Context: an optimization exercise on an open-source flow, tuned for small area, a short achievable clock period and few clock cycles. The choices shown serve that exercise and are no tape-out recipe. At most, simulation tests tie the RTL to the original design; equivalence was not proved.

==> run F <==
// hex2dec
module hex2dec (
    input start,
    input [15:0] hex_data,
    output [7:0] ascii_data,
    output reg valid,
    output reg ready,
    input clk,
    input rstn
);
==> module hex2dec, before the edit <==
module hex2dec (
    input start,
    input [15:0] hex_data,
    output [7:0] ascii_data,
    output reg valid,
    output reg ready,
    input clk,
    input rstn
);
    reg [3:0]  dig;
    reg [2:0]  ph;       
    wire accept = start & ready;
    reg [16:0] r;        
    wire [12:0] rh = r[16:4];
    reg [3:0] q;
    reg [11:0] c;        
    always @(*) begin
        if      (rh >= 13'd5625) begin q = 4'd9; c = 12'(9*3125); end
        else if (rh >= 13'd5000) begin q = 4'd8; c = 12'(8*3125); end
        else if (rh >= 13'd4375) begin q = 4'd7; c = 12'(7*3125); end
        else if (rh >= 13'd3750) begin q = 4'd6; c = 12'(6*3125); end
        else if (rh >= 13'd3125) begin q = 4'd5; c = 12'(5*3125); end
        else if (rh >= 13'd2500) begin q = 4'd4; c = 12'(4*3125); end
        else if (rh >= 13'd1875) begin q = 4'd3; c = 12'(3*3125); end
        else if (rh >= 13'd1250) begin q = 4'd2; c = 12'(2*3125); end
        else if (rh >= 13'd625)  begin q = 4'd1; c = 12'(1*3125); end
        else                     begin q = 4'd0; c = 12'd0; end
    end
    wire [16:0] t = {r[15:0], 1'b0} + {r[13:0], 3'b000};    
    wire [16:0] r_next = {t[16:5] - c, t[4:0]};
    always @(posedge clk)
        r <= accept ? {1'b0, hex_data} : r_next;
    always @(posedge clk)
        dig <= q;
    always @(posedge clk or negedge rstn)
        if (!rstn) begin
            ph <= 3'd7;
            valid <= 1'b0;
            ready <= 1'b0;
        end else begin
            valid <= (ph != 3'd7);
            if (accept)
                ph <= 3'd0;
            else if (ph == 3'd4)
                ph <= 3'd7;
            else if (ph != 3'd7)
                ph <= ph + 3'd1;
            ready <= ~accept & (ph == 3'd3 || ph == 3'd4 || ph == 3'd7);
        end
    assign ascii_data = {4'h3, dig};
endmodule
Settings: LEC_CHECK=0, CAP_MARGIN=20, CORE_MARGIN=2, CORE_UTILIZATION=40, SETUP_SLACK_MARGIN=3.0, SLEW_MARGIN=20; clock period 6.0 ns.
standard.sh (not shown) runs the stock make flow with config.mk's settings and CLKGATE_MAP_FILE= SYNTH_SCRIPT=/design/flow/synth_recipe.tcl, a recipe that flattens the netlist after the stock synthesis.
==> flow/flow/run.sh <==
#!/bin/bash
# Own layout flow: the standard synthesis, then its combinational logic mapped
# again by ABC for area (flip-flops kept as the standard synthesis made them:
# same instances, names and cells), then the standard flow from floorplan on.
set -euo pipefail
W=$(pwd)
R=$W/orfs/results/$FLOW_PLATFORM/hex2dec/base
L=$W/orfs/logs/$FLOW_PLATFORM/hex2dec/base
LIB=$FLOW_HOME/platforms/$FLOW_PLATFORM/lib/sky130_fd_sc_hd__tt_025C_1v80.lib
YOSYS=yosys
[[ -x $FLOW_HOME/../tools/install/yosys/bin/yosys ]] && YOSYS=$FLOW_HOME/../tools/install/yosys/bin/yosys
# ABC script for the second mapping: delay-targeted mapping with gate sizing
ABC_ARGS="-script $W/flow/abc.script"

bash standard.sh synth > $W/log_standard_synth.txt 2>&1
cp $R/1_2_yosys.v $W/standard_1_2_yosys.v

$YOSYS -q -l $W/log_cells.txt -p "read_liberty -ignore_miss_func $LIB; write_verilog -noattr $W/cells_all.v" > /dev/null
python3 $W/flow/comb_cells.py $W/cells_all.v $W/cells_comb.v

DU=$(grep -o -- "-dont_use [^ ]*" $L/1_2_yosys.log | sort -u | tr '\n' ' ')
cat > $W/resynth.ys <<EOY
read_liberty -lib $LIB
read_verilog $W/standard_1_2_yosys.v
hierarchy -top $FLOW_TOP
techmap -map $W/cells_comb.v
techmap
opt -fast
opt -purge
abc $ABC_ARGS -liberty $LIB $DU
opt_clean -purge
hilomap -singleton -hicell sky130_fd_sc_hd__conb_1 HI -locell sky130_fd_sc_hd__conb_1 LO
insbuf -buf sky130_fd_sc_hd__buf_4 A X
opt_clean -purge
stat -liberty $LIB
check -assert -mapped
write_verilog -noattr -nohex -nodec $W/resynth.v
EOY
$YOSYS -l $W/log_resynth.txt $W/resynth.ys > /dev/null
cp $W/resynth.v $R/1_2_yosys.v
rm -f $R/1_synth.odb
bash standard.sh finish > $W/log_standard_finish.txt 2>&1
==> flow/flow/abc.script <==
strash
dch -f
map -D 2000
buffer
upsize -D 2000
dnsize -D 2000
==> flow/flow/comb_cells.py <==
# Keep the combinational cells from Yosys's functional models of the
# library (read_liberty output): no flip-flops, latches, tie or tristate cells.
import re, sys
src = open(sys.argv[1]).read()
out = []
for body, name in re.findall(r'(module (\S+?)\(.*?endmodule)', src, re.S):
    if 'always' in body or ' reg ' in body or 'conb' in name or "'z" in body or 'bz' in body:
        continue
    if 'assign' not in body:
        continue
    out.append(body)
open(sys.argv[2], 'w').write('\n\n'.join(out) + '\n')
==> run M (differences from run F) <==
==> flow/design.v (replaced) <==
`timescale 1 ns / 100 ps
module hex2dec (
    input start,
    input [15:0] hex_data,
    output [7:0] ascii_data,
    output valid,
    output ready,
    input clk,
    input rstn
);
    localparam IDLE = 3'd5;
    reg [16:0] r;
    reg [2:0]  ph;       
    assign ready = ph[2];                  
    assign valid = (ph != IDLE);
    wire accept = start & ready;
    function automatic [16:0] padd(input [16:0] a, input [16:0] b, input cin);
        reg [16:0] g, p, gg, pp;
        integer i, d;
        begin
            g = a & b;
            p = a ^ b;
            gg = g;
            pp = p;
            for (d = 1; d < 17; d = d * 2)
                for (i = 0; i < 17; i = i + 1)
                    if ((i / d) % 2 == 1) begin
                        gg[i] = gg[i] | (pp[i] & gg[(i / d) * d - 1]);
                        pp[i] = pp[i] & pp[(i / d) * d - 1];
                    end
            padd = p ^ {gg[15:0] | (pp[15:0] & {16{cin}}), cin};
        end
    endfunction
    wire [12:0] rh = r[16:4];
    reg [3:0] q;
    reg [11:0] c;        
    always @(*) begin
        if      (rh >= 13'd5625) begin q = 4'd9; c = 12'(9*3125); end
        else if (rh >= 13'd5000) begin q = 4'd8; c = 12'(8*3125); end
        else if (rh >= 13'd4375) begin q = 4'd7; c = 12'(7*3125); end
        else if (rh >= 13'd3750) begin q = 4'd6; c = 12'(6*3125); end
        else if (rh >= 13'd3125) begin q = 4'd5; c = 12'(5*3125); end
        else if (rh >= 13'd2500) begin q = 4'd4; c = 12'(4*3125); end
        else if (rh >= 13'd1875) begin q = 4'd3; c = 12'(3*3125); end
        else if (rh >= 13'd1250) begin q = 4'd2; c = 12'(2*3125); end
        else if (rh >= 13'd625)  begin q = 4'd1; c = 12'(1*3125); end
        else                     begin q = 4'd0; c = 12'd0; end
    end
    wire [16:0] t = padd({r[15:0], 1'b0}, {r[13:0], 3'b000}, 1'b0);
    wire [16:0] s = padd({5'd0, t[16:5]}, {5'h1f, ~c}, 1'b1);
    wire [16:0] r_next = {s[11:0], t[4:0]};
    always @(posedge clk)
        r <= accept ? {1'b0, hex_data} : r_next;
    always @(posedge clk or negedge rstn)
        if (!rstn)
            ph <= IDLE;
        else if (accept)
            ph <= 3'd0;
        else if (ph == 3'd4)
            ph <= IDLE;
        else if (ph != IDLE)
            ph <= ph + 3'd1;
    assign ascii_data = {4'h3, q};
endmodule
==> flow/run.sh (new file) <==
#!/bin/bash
# synth_recipe.tcl (not shown) runs the flow's synth.tcl, then flattens the netlist and writes it again
# the make line also repeats each setting of config.mk as NAME=value (left out here)
make -C /OpenROAD-flow-scripts/flow DESIGN_CONFIG=/design/flow/config.mk WORK_HOME=/design/flow/orfs CLKGATE_MAP_FILE= SYNTH_SCRIPT=/design/flow/synth_recipe.tcl finish
ABC_AREA = 1   (was default)
SETUP_SLACK_MARGIN = default   (was 3.0)
removed: flow/flow/run.sh
removed: flow/flow/abc.script
removed: flow/flow/comb_cells.py
removed: flow/standard.sh
==> impl_metrics.ini <==
[logic_synthesis]
synth_area_per_cell_um2 = 6.07

[layout]
final_cell_mix = 126 x nand2_1, 48 x inv_1, 42 x nor2_1
seq_share_pct = 15.7

[run_status]
status = no timing/DRC/antenna violations

[critical_path]
r2r_setup_slack_ns = 2.82
cp.required_ns = 4.80
crit_fanout = 9

[global_routing]
grt_pass1_wl_mm = 10.1
grt_pass1_vias = 2277

[floorplanning]
die_h_um = 79.9
-- figures above: run M

==> impl_metrics.ini <==
[layout]
final_cell_mix = 85 x nand2_1, 51 x nor2_1, 47 x inv_1
seq_share_pct = 20.3
layout-area-overhead-vs-synth_pct = 28.0

[critical_path]
cp.required_ns = 6.20
r2r_setup_slack_ns = 3.13
critical_path_class = reg2reg

[flow_run]
max_cap_viol_count = 0

[run_status]
status = no timing/DRC/antenna violations

[global_routing]
grt_pass1_vias = 2164
grt_pass1_wl_mm = 9.70
gr-total-overflow = 0

[logic_synthesis]
synth_area_per_cell_um2 = 6.20

[floorplanning]
die_h_um = 78.8
-- figures above: run F

Testbench counts of run F, summed over its fixed seeds: cycles 1,936.
No functional check of the RTL was part of run M.

==> afterwards: timing with drivers on the ports <==
How much do the figures lean on ideal ports? The routed layouts below were timed once more, with nothing changed but the port constraints. Step 1, drivers: a clkbuf_16 drives clk and a buf_2 each remaining input, both assumed. Step 2 also shifts input and output timing later by t, the mid clock arrival at the registers, as if the neighbouring blocks saw the same clock. Three values: ideal, step 1, step 2; two values: the first two.
run	t (ns)	setup WS [ns]	worst setup path after step 2	worst data-port slew with drivers (ns)
run F	0.295	3.126 / 3.126 / 3.126	register to register	0.04
run M	0.290	2.215 / 2.190 / 2.480	register to output	0.03
After both steps every run listed still meets setup and hold.
